From an optimization exercise on the open Yosys and OpenROAD flow, aimed at small area, a short achievable clock period and few clock cycles; shortcuts taken in it are not production practice. RTL that was checked went through simulation tests only; none was proved equivalent to the original. Power and IR drop assume default switching activity.

## oak
==> flow/design.v <==
module ALU(
    input [31:0] a,
    input [31:0] b,
    input sub,
    input selL,
    input f_and,
    input f_or,
    input f_xor,
    input f_nor,
    input f_slt,
    output [31:0] y
);
    wire [31:0] bx = b ^ {32{sub}};
    wire [31:0] sum = a + bx + {31'd0, sub};
    wire lt = (a[31] ^ b[31]) ? a[31] : sum[31];
    wire [31:0] lg = ({32{f_and}} & (a & b)) |
                     ({32{f_or}}  & (a | b)) |
                     ({32{f_xor}} & (a ^ b)) |
                     ({32{f_nor}} & ~(a | b));
    assign y[31:1] = selL ? lg[31:1] : sum[31:1];
    assign y[0] = f_slt ? lt : (selL ? lg[0] : sum[0]);
endmodule
module Registers(
    input clk,
    input rst,
    input [4:0] ra1,
    input [4:0] ra2,
    input en1,
    input en2,
    input [4:0] wa,
    input [31:0] wd,
    input we,
    output reg [31:0] rd1,
    output reg [31:0] rd2
);
    reg [31:0] regs [0:31];
    reg [31:0] valid;
    integer k;
    genvar i;
    generate
        for (i = 0; i < 32; i = i + 1) begin : row
            always @(posedge clk)
                if (we && wa == i)
                    regs[i] <= wd;
        end
    endgenerate
    always @(posedge clk, posedge rst)
        if (rst)
            valid <= 32'd0;
        else if (we)
            valid[wa] <= 1'b1;
    wire [3:0] h1 = 4'd1 << ra1[4:3];
    wire [7:0] l1 = 8'd1 << ra1[2:0];
    wire [3:0] h2 = 4'd1 << ra2[4:3];
    wire [7:0] l2 = 8'd1 << ra2[2:0];
    reg [31:0] g1 [0:3];
    reg [31:0] g2 [0:3];
    integer j;
    always @(*) begin
        for (j = 0; j < 4; j = j + 1) begin
            g1[j] = 32'd0; g2[j] = 32'd0;
            for (k = 0; k < 8; k = k + 1) begin
                g1[j] = g1[j] | ({32{l1[k] & valid[8*j+k]}} & regs[8*j+k]);
                g2[j] = g2[j] | ({32{l2[k] & valid[8*j+k]}} & regs[8*j+k]);
            end
        end
        rd1 = 32'd0; rd2 = 32'd0;
        for (j = 0; j < 4; j = j + 1) begin
            rd1 = rd1 | ({32{h1[j] & en1}} & g1[j]);
            rd2 = rd2 | ({32{h2[j] & en2}} & g2[j]);
        end
    end
endmodule
module CPU(
    input clk,
    input rst,
    output [7:0] mem_addr,
    output [31:0] mem_wdata,
    output mem_we,
    input [31:0] mem_rdata
);
    reg  [7:0] addr_q;    
    reg        data_q;    
    reg        dload_q;   
    reg  [4:0] lrd_d_q;   
    reg        lwb_q;     
    reg  [4:0] lrd_w_q;   
    reg        we_q;
    reg [31:0] wdata_q;
    reg  [5:0] nf_q;      
    reg        rv_q;      
    reg  [5:0] rpc_q;     
    reg        rpred_q;   
    reg        btb_v;
    reg  [5:0] btb_pc, btb_tgt;
    reg        e_v;
    reg        e_wr;      
    reg        e_lw, e_sw, e_br, e_bne;
    reg  [4:0] e_rd, e_rs, e_rt;
    reg        e_urs, e_urt;
    reg        e_sub, e_selL, e_and, e_or, e_xor, e_nor, e_slt;
    reg        e_fa, e_fb;    
    reg  [5:0] e_tgt;     
    reg        e_mis;     
    reg        e_ceq;     
    reg  [9:0] e_imm;     
    reg [31:0] e_a, e_b;
    reg        w_v;
    reg  [4:0] w_rd;
    reg [31:0] r_q;
    wire [31:0] ins = mem_rdata;
    wire [5:0] op = ins[31:26];
    wire [5:0] fn = ins[5:0];
    wire [4:0] rs = ins[25:21];
    wire [4:0] rt = ins[20:16];
    wire d_r   = op == 6'b000000;
    wire d_i   = ~op[5] & op[3];
    wire d_lw  = op == 6'b100011;
    wire d_sw  = op == 6'b101011;
    wire d_beq = op == 6'b000100;
    wire d_bne = op == 6'b000101;
    wire d_j   = op == 6'b000010;
    wire d_br  = d_beq | d_bne;
    wire d_wr  = d_r | d_i;
    wire d_urs = d_r | d_i | d_lw | d_sw | d_br;
    wire d_urt = d_r | d_sw | d_br;
    wire [4:0] d_rd = d_r ? ins[15:11] : rt;
    wire d_sub = d_r & (fn == 6'b100010 || fn == 6'b101010) | (op == 6'b001010);
    wire d_and = d_r & (fn == 6'b100100) | (op == 6'b001100);
    wire d_or  = d_r & (fn == 6'b100101) | (op == 6'b001101);
    wire d_xor = d_r & (fn == 6'b100110) | (op == 6'b001110);
    wire d_nor = d_r & (fn == 6'b100111);
    wire d_slt = d_r & (fn == 6'b101010) | (op == 6'b001010);
    wire d_selL = d_and | d_or | d_xor | d_nor | d_slt;
    wire [5:0] d_pc1 = rpc_q + 6'd1;
    wire [5:0] d_btgt = d_j ? ins[5:0] : d_pc1 + ins[5:0];
    wire d_back = d_br & ins[15] & ~rpred_q;
    wire d_pred = rpred_q | d_back;
    wire [5:0] d_tgt = d_pred ? d_pc1 : d_btgt;
    wire d_mis = d_br ? 1'b0 : (d_j ? ~d_pred : d_pred);
    wire d_ceq = d_bne ? d_pred : ~d_pred;
    wire [31:0] a = e_fa ? r_q : e_a;
    wire [31:0] b = e_fb ? r_q : e_b;
    wire [31:0] res;
    ALU alu (.a(a), .b(b), .sub(e_sub), .selL(e_selL), .f_and(e_and), .f_or(e_or),
             .f_xor(e_xor), .f_nor(e_nor), .f_slt(e_slt), .y(res));
    wire eq = a == b;
    wire [9:0] daddr = a[9:0] + e_imm;
    wire lhaz = dload_q & ((e_urs & (e_rs == lrd_d_q)) |
                           (e_urt & (e_rt == lrd_d_q)) |
                           (e_wr  & (e_rd == lrd_d_q)));
    wire hold = lwb_q | (e_v & lhaz);
    wire ex = e_v & ~hold;
    wire redirect = ex & (e_mis | (e_br & (eq == e_ceq)));
    wire [5:0] fa = addr_q[5:0];
    wire near = ~data_q & (e_tgt == fa);
    wire refetch = redirect & ~near;
    wire memop = ex & (e_lw | e_sw);
    wire hit = btb_v & ~data_q & (fa == btb_pc);
    wire [5:0] seq = data_q ? nf_q : (hit ? btb_tgt : fa + 6'd1);
    wire d_redir = rv_q & d_back & ~hold & ~redirect;
    wire [5:0] resume = refetch ? e_tgt :
                        (rv_q & hold) ? rpc_q :
                        d_redir ? d_btgt : seq;
    assign mem_addr  = addr_q;
    assign mem_we    = we_q;
    assign mem_wdata = wdata_q;
    wire [31:0] rfa, rfb;
    wire byp_a = w_v & (w_rd == rs);
    wire byp_b = w_v & (w_rd == rt);
    wire en_a = ~hold & ~byp_a;
    wire en_b = ~hold & ~byp_b & ~d_i;
    wire fix_a = lwb_q & e_urs & (e_rs == lrd_w_q);
    wire fix_b = lwb_q & e_urt & (e_rt == lrd_w_q);
    wire [31:0] se = {{16{ins[15]}}, ins[15:0]};
    wire [31:0] oth_a = hold ? (fix_a ? mem_rdata : a) : r_q;
    wire [31:0] oth_b = hold ? (fix_b ? mem_rdata : b) : (d_i ? se : r_q);
    Registers rf (.clk(clk), .rst(rst), .ra1(rs), .ra2(rt), .en1(en_a), .en2(en_b),
                  .wa(w_rd), .wd(r_q), .we(w_v), .rd1(rfa), .rd2(rfb));
    wire [31:0] a_next = rfa | (oth_a & {32{~en_a}});
    wire [31:0] b_next = rfb | (oth_b & {32{~en_b}});
    always @(posedge clk, posedge rst) begin
        if (rst) begin
            addr_q  <= 8'd0;
            data_q  <= 1'b0;
            dload_q <= 1'b0;
            lwb_q   <= 1'b0;
            we_q    <= 1'b0;
            rv_q    <= 1'b0;
            e_v     <= 1'b0;
            w_v     <= 1'b0;
            btb_v   <= 1'b0;
        end else begin
            addr_q  <= memop ? daddr[9:2] : {2'b00, resume};
            data_q  <= memop;
            dload_q <= ex & e_lw;
            we_q    <= ex & e_sw;
            lwb_q   <= dload_q;
            rv_q    <= ~data_q & ~refetch & ~d_redir;
            w_v     <= lwb_q | (ex & e_wr);
            if (!hold)
                e_v <= rv_q & ~redirect;
            if (d_redir)
                btb_v <= 1'b1;
        end
    end
    always @(posedge clk) begin
        nf_q    <= resume;
        rpc_q   <= fa;
        rpred_q <= hit;
        lrd_d_q <= e_rd;
        lrd_w_q <= lrd_d_q;
        wdata_q <= b;
        r_q     <= lwb_q ? mem_rdata : res;
        w_rd    <= lwb_q ? lrd_w_q : e_rd;
        e_a     <= a_next;
        e_b     <= b_next;
        if (d_redir) begin
            btb_pc  <= rpc_q;
            btb_tgt <= d_btgt;
        end
        if (hold) begin
            e_fa <= 1'b0;
            e_fb <= 1'b0;
        end else begin
            e_fa   <= e_v & e_wr & (e_rd == rs);
            e_fb   <= e_v & e_wr & (e_rd == rt) & ~d_i;
            e_imm  <= ins[9:0];
            e_rs   <= rs;
            e_rt   <= rt;
            e_rd   <= d_rd;
            e_urs  <= d_urs;
            e_urt  <= d_urt;
            e_wr   <= d_wr;
            e_lw   <= d_lw;
            e_sw   <= d_sw;
            e_br   <= d_br;
            e_bne  <= d_bne;
            e_sub  <= d_sub;
            e_selL <= d_selL;
            e_and  <= d_and;
            e_or   <= d_or;
            e_xor  <= d_xor;
            e_nor  <= d_nor;
            e_slt  <= d_slt;
            e_tgt  <= d_tgt;
            e_mis  <= d_mis;
            e_ceq  <= d_ceq;
        end
    end
endmodule
clock: 12.0 ns
lec_check: 0
cap_margin: 20
core_margin: 2
core_utilization: 50
cts_buf_list: sky130_fd_sc_hd__clkbuf_8
slew_margin: 20
standard.sh (not shown) runs the stock make flow with config.mk's settings and CLKGATE_MAP_FILE= SYNTH_SCRIPT=/design/flow/synth_recipe.tcl, a recipe that flattens the netlist after the stock synthesis.
==> flow/flow/run.sh <==
#!/bin/bash
# Standard ORFS layout, with the timing repair steps aiming for 8 ns of
# setup slack at the design's 12 ns clock (the design's constraints are
# unchanged; only how hard the repair works).
set -euo pipefail
bash standard.sh SETUP_SLACK_MARGIN=8 finish > standard_finish.log 2>&1
Testbench counts of oak, summed over its fixed seeds: cycles 23,353.
> inputs changed (oak -> pine)
--- a/flow/design.v
+++ b/flow/design.v
@@ -46,32 +46,29 @@
     endgenerate
     always @(posedge clk, posedge rst)
         if (rst)
             valid <= 32'd0;
         else if (we)
             valid[wa] <= 1'b1;
-    wire [3:0] h1 = 4'd1 << ra1[4:3];
-    wire [7:0] l1 = 8'd1 << ra1[2:0];
-    wire [3:0] h2 = 4'd1 << ra2[4:3];
-    wire [7:0] l2 = 8'd1 << ra2[2:0];
-    reg [31:0] g1 [0:3];
-    reg [31:0] g2 [0:3];
+    wire [1:0] h1 = 2'd1 << ra1[4];
+    wire [15:0] l1 = 16'd1 << ra1[3:0];
+    wire [1:0] h2 = 2'd1 << ra2[4];
+    wire [15:0] l2 = 16'd1 << ra2[3:0];
+    reg [31:0] g1 [0:1];
+    reg [31:0] g2 [0:1];
     integer j;
     always @(*) begin
-        for (j = 0; j < 4; j = j + 1) begin
+        for (j = 0; j < 2; j = j + 1) begin
             g1[j] = 32'd0; g2[j] = 32'd0;
-            for (k = 0; k < 8; k = k + 1) begin
-                g1[j] = g1[j] | ({32{l1[k] & valid[8*j+k]}} & regs[8*j+k]);
-                g2[j] = g2[j] | ({32{l2[k] & valid[8*j+k]}} & regs[8*j+k]);
+            for (k = 0; k < 16; k = k + 1) begin
+                g1[j] = g1[j] | ({32{l1[k] & valid[16*j+k]}} & regs[16*j+k]);
+                g2[j] = g2[j] | ({32{l2[k] & valid[16*j+k]}} & regs[16*j+k]);
             end
         end
-        rd1 = 32'd0; rd2 = 32'd0;
-        for (j = 0; j < 4; j = j + 1) begin
-            rd1 = rd1 | ({32{h1[j] & en1}} & g1[j]);
-            rd2 = rd2 | ({32{h2[j] & en2}} & g2[j]);
-        end
+        rd1 = ({32{h1[0] & en1}} & g1[0]) | ({32{h1[1] & en1}} & g1[1]);
+        rd2 = ({32{h2[0] & en2}} & g2[0]) | ({32{h2[1] & en2}} & g2[1]);
     end
 endmodule
 module CPU(
     input clk,
     input rst,
     output [7:0] mem_addr,
[summary]
Measured against each other, pine and oak differ in final worst hold slack, the lower figure coming from oak. Per the comparison of pine with oak, final area fell about 0.7%; length of the first detailed-routing pass in iterations +1; power after layout essentially unchanged. Of pine and oak, the lower share of total power in combinational logic belongs to pine. Against oak, pine reports a final critical path time including I/O delays and setup that is higher.
The RTL of pine was laid out without a check of its function.

[afterwards: timing with drivers on the ports]
In the flow no input, the clock included, has a driving cell. The finished layouts below were timed again as built, in two steps. Step 1 (the two cells are an assumption about what drives the block):
set clk [get_ports {clk}]
set_driving_cell -lib_cell sky130_fd_sc_hd__clkbuf_16 $clk
set_driving_cell -lib_cell sky130_fd_sc_hd__buf_2 [delete_from_list [all_inputs] $clk]
Step 2 times the ports against the registers' clock, not the clock port: input delays grow and output delays shrink by t, the midpoint of the rising clock arrivals with the driver on. a / b / c = ideal / step 1 / step 2; a / b = the first two.
run | t (ns) | setup slack, ns | hold WS [ns] | worst data-port slew with drivers (ns)
oak | 1.038 | 7.729 / 7.773 / 6.735 | 0.405 / 0.405 / 0.405 | 0.07
pine | 1.020 | 7.698 / 7.740 / 6.719 | 0.415 / 0.415 / 0.415 | 0.06
After both steps setup and hold are still met in every run listed. For oak, which loses most, drivers alone change the setup slack by +0.044 ns; drivers and shift together by -0.994 ns.
